Background: an optimization exercise with open tools, aiming at small area and a short achievable clock period. Do not read the settings as production practice.
The RTL was checked by simulation tests, not by an equivalence proof against the original design.
Power and IR drop assume default switching activity.

## counters
module counters(
input wire sysclk,
input wire foo_card,
input wire wfoo0_baz,
input wire wfoo0_blrb,
input wire wfoo0_zz1pb,
input wire [31:0] wfoo0_turn,
input wire debct_baz,
input wire debct_blrb,
input wire debct_zz1pb,
input wire debct_bar,
input wire [31:0] debct_turn,
input wire Z0_bar,
input wire Z0_baz,
input wire Z0_blrb,
input wire Z0_zz1pb,
input wire [31:0] Z0_turn,
input wire Y1_bar,
input wire Y1_baz,
input wire Y1_blrb,
input wire Y1_zz1pb,
input wire [31:0] Y1_turn,
input wire X2_bar,
input wire X2_baz,
input wire X2_blrb,
input wire X2_zz1pb,
input wire [31:0] X2_turn,
input wire W3_bar,
input wire W3_baz,
input wire W3_blrb,
input wire W3_zz1pb,
input wire [31:0] W3_turn,
output wire Z0_cwm,
output wire [31:0] Z0,
output wire Y1_cwm,
output wire [31:0] Y1,
output wire X2_cwm,
output wire [31:0] X2,
output wire W3_cwm,
output wire [31:0] W3,
output reg wfoo0_cwm,
output wire [31:0] wfoo0_llwln,
output wire debct_cwm,
output reg debct_pull,
output wire [31:0] debct,
output wire wdfilecardA2P
);
==> flow/config.mk <==
export PLATFORM = sky130hd
export DESIGN_NAME = counters
export DESIGN_NICKNAME = counters
export VERILOG_FILES = /design/flow/design.v
export SDC_FILE = /design/flow/constraint.sdc
export NUM_CORES = 4
export LEC_CHECK = 0
export CAP_MARGIN = 20
export CORE_MARGIN = 2
export CORE_UTILIZATION = 40
export SETUP_SLACK_MARGIN = 1.5
export SLEW_MARGIN = 20
==> flow/constraint.sdc <==
create_clock -name core_clock -period 3.3 [get_ports {sysclk}]
set_input_delay 0.6600 -clock core_clock [delete_from_list [all_inputs] [get_ports {sysclk}]]
set_output_delay 0.6600 -clock core_clock [all_outputs]
set_load 0.01 [all_outputs]
standard.sh (not shown) runs the stock make flow with config.mk's settings and CLKGATE_MAP_FILE= SYNTH_SCRIPT=/design/flow/synth_recipe.tcl, a recipe that flattens the netlist after the stock synthesis.
==> flow/flow/run.sh <==
#!/bin/bash
# The standard layout (standard.sh), with these changes:
#  - port buffers use the smallest buffer cell (buf_1) instead of the default choice;
#  - if flow/dont_use.txt exists, it replaces the platform's don't-use list
#    (it repeats the platform's list and adds slow wide OR/NOR cells);
#  - if flow/abc.script exists, synthesis is synth_recipe.tcl unchanged except that
#    Yosys's abc call runs that ABC script (flow/synth.tcl);
#  - if flow/post_gpl.tcl exists, it runs after global placement (sizes output port buffers);
#  - each line of flow/make_args.txt (if it exists) is passed to make as VAR=value.
set -uo pipefail
export BUFFER_PORTS_ARGS="-buffer_cell sky130_fd_sc_hd__buf_1"
args=()
if [[ -s flow/dont_use.txt ]]; then
  args+=("DONT_USE_CELLS=$(tr '\n' ' ' < flow/dont_use.txt)")
fi
if [[ -s flow/abc.script ]]; then
  export MY_ABC_SCRIPT="$PWD/flow/abc.script"
  args+=("SYNTH_SCRIPT=$PWD/flow/synth.tcl")
fi
if [[ -s flow/post_gpl.tcl ]]; then
  export POST_GLOBAL_PLACE_TCL="$PWD/flow/post_gpl.tcl"
fi
if [[ -s flow/make_args.txt ]]; then
  while IFS= read -r line; do
    [[ -n "$line" ]] && args+=("$line")
  done < flow/make_args.txt
fi
printf '%s\n' "${args[@]}" > run_args.log
bash standard.sh "${args[@]}" finish > standard.log 2>&1
==> flow/flow/abc.script <==
&get -n
&st
&dch
&nf -p
&put
buffer -c
topo
stime -c
upsize -c
dnsize -c
==> flow/flow/post_gpl.tcl <==
# After global placement: size the output port buffers up to buf_2.
set n 0
foreach bterm [[ord::get_db_block] getBTerms] {
  if { [$bterm getIoType] != "OUTPUT" } { continue }
  set net [$bterm getNet]
  if { $net == "NULL" } { continue }
  foreach iterm [$net getITerms] {
    if { ![$iterm isOutputSignal] } { continue }
    set inst [$iterm getInst]
    if { [[$inst getMaster] getName] == "sky130_fd_sc_hd__buf_1" } {
      replace_cell [$inst getName] sky130_fd_sc_hd__buf_2
      incr n
    }
  }
}
puts "post_gpl: resized $n output buffers to buf_2"
==> flow/flow/synth.tcl <==
proc synth {args} { yosys synth -nofsm -noshare {*}$args }
if { [info exists ::env(MY_ABC_SCRIPT)] } {
  proc abc {args} {
    set i [lsearch -exact $args -script]
    if { $i >= 0 } { set args [lreplace $args [expr {$i+1}] [expr {$i+1}] $::env(MY_ABC_SCRIPT)] }
    puts "abc override: $args"
    yosys abc {*}$args
  }
}
source $::env(SCRIPTS_DIR)/synth.tcl
# left out here: clear keep_hierarchy, flatten, clean up, hide names made inside functions, write 1_2_yosys.v
Other scripts of this flow, unchanged in this note and not shown: flow/flow/dont_use.txt, flow/flow/make_args.txt
The first run produced a clean layout.
==> next run, changes <==
Settings changed: SETUP_SLACK_MARGIN 1.5 to 1.4.
removed: flow/flow/abc.script
removed: flow/flow/post_gpl.tcl
removed: flow/flow/synth.tcl
Outcome: The changed run finished with timing, DRC and antenna clean. Design area goes down by 3.4%. Power goes down by 4.1%. Utilization goes down by 3.3 points. Fmax goes up by 2.4%. Synthesized area goes up by 2.9%. Sequential power goes down by about 2%. Combinational power goes down by 15%. Clock skew goes down by 0.016 ns. Hold slack degrades by 0.23 ns. Via count goes down by 1.9%.
==> next run, changes <==
Settings changed: SETUP_SLACK_MARGIN 1.4 to 1.35.
- synthesized cell count is unchanged
- die area is unchanged
- routed wire length decreases by 0.93%
- total power drops by 0.57%
- via count falls by 0.74%
==> next run, changes <==
Settings changed: SETUP_SLACK_MARGIN 1.35 to 1.45, TNS_END_PERCENT from default to 0.
Worst setup slack stays flat. Wire length rises by 3.1%. Total power climbs by 0.88%. Die area does not change. Cell area went up by 0.50%. Final cell count climbs by 0.60%. Area after synthesis stays the same. Via count climbs by 1.5%. Worst hold slack gets worse by 0.071 ns. Clock-buffer cell count stays the same. First-iteration DRC count came out higher by 0.68%.
==> next run, changes <==
==> flow/flow/abc.script (new file) <==
&get -n
&st
&dch
&nf -p
&put
buffer -c
topo
stime -c
upsize -c
dnsize -c
==> flow/flow/synth.tcl (new file) <==
proc synth {args} { yosys synth -nofsm -noshare {*}$args }
if { [info exists ::env(MY_ABC_SCRIPT)] } {
  proc abc {args} {
    set i [lsearch -exact $args -script]
    if { $i >= 0 } { set args [lreplace $args [expr {$i+1}] [expr {$i+1}] $::env(MY_ABC_SCRIPT)] }
    puts "abc override: $args"
    yosys abc {*}$args
  }
}
source $::env(SCRIPTS_DIR)/synth.tcl
# left out here: clear keep_hierarchy, flatten, clean up, hide names made inside functions, write 1_2_yosys.v
Settings changed: PLACE_DENSITY from default to 0.7, SETUP_SLACK_MARGIN 1.45 to 1.4, TNS_END_PERCENT 0 to default.
Outcome:
- first-iteration DRC count rises by 8.9%
- routed wire length came out lower by 0.81%
- utilization came out higher by 0.41 points
- design area came out lower by 2.1%
==> next run, changes <==
Settings changed: CORE_UTILIZATION 40 to 55, PLACE_DENSITY 0.7 to default.
Outcome: The new run completed without violations. Wire length came out lower by a few percent. Via count came out lower slightly. Non-clock buffer count came out lower by 5. Global-route usage came out higher by 7.8 points. Register-to-register slack improved by 0.05 ns. Synthesized area is unchanged.

==> what the ideal ports hide <==
The results above use ideal ports. As a check the final layouts listed here were re-extracted and re-timed, cells and wires unchanged.
Step 1 (the two cells are an assumption about what drives the block):
set clk [get_ports {sysclk}]
set_driving_cell -lib_cell sky130_fd_sc_hd__clkbuf_16 $clk
set_driving_cell -lib_cell sky130_fd_sc_hd__buf_2 [delete_from_list [all_inputs] $clk]
Step 2 times the ports against the registers' clock, not the clock port: input delays grow and output delays shrink by t, the midpoint of the rising clock arrivals with the driver on.
a / b / c = ideal ports / drivers / drivers and shift; a / b = the first two.
run | t, ns | slack for setup (ns) | cell pins on the clock port's net
the first run | 0.518 | 1.428 / 1.428 / 1.212 | 1
the second run | 0.524 | 1.472 / 1.422 / 1.042 | 1
the third run | 0.516 | 1.439 / 1.389 / 0.999 | 1
the fourth run | 0.528 | 1.437 / 1.407 / 1.019 | 1
the fifth run | 0.525 | 1.378 / 1.378 / 1.176 | 1
the sixth run | 0.518 | 1.430 / 1.407 / 1.130 | 1
After both steps setup and hold are still met in every run listed. For the third run, which loses most, drivers alone change the setup slack by -0.050 ns; drivers and shift together by -0.440 ns.
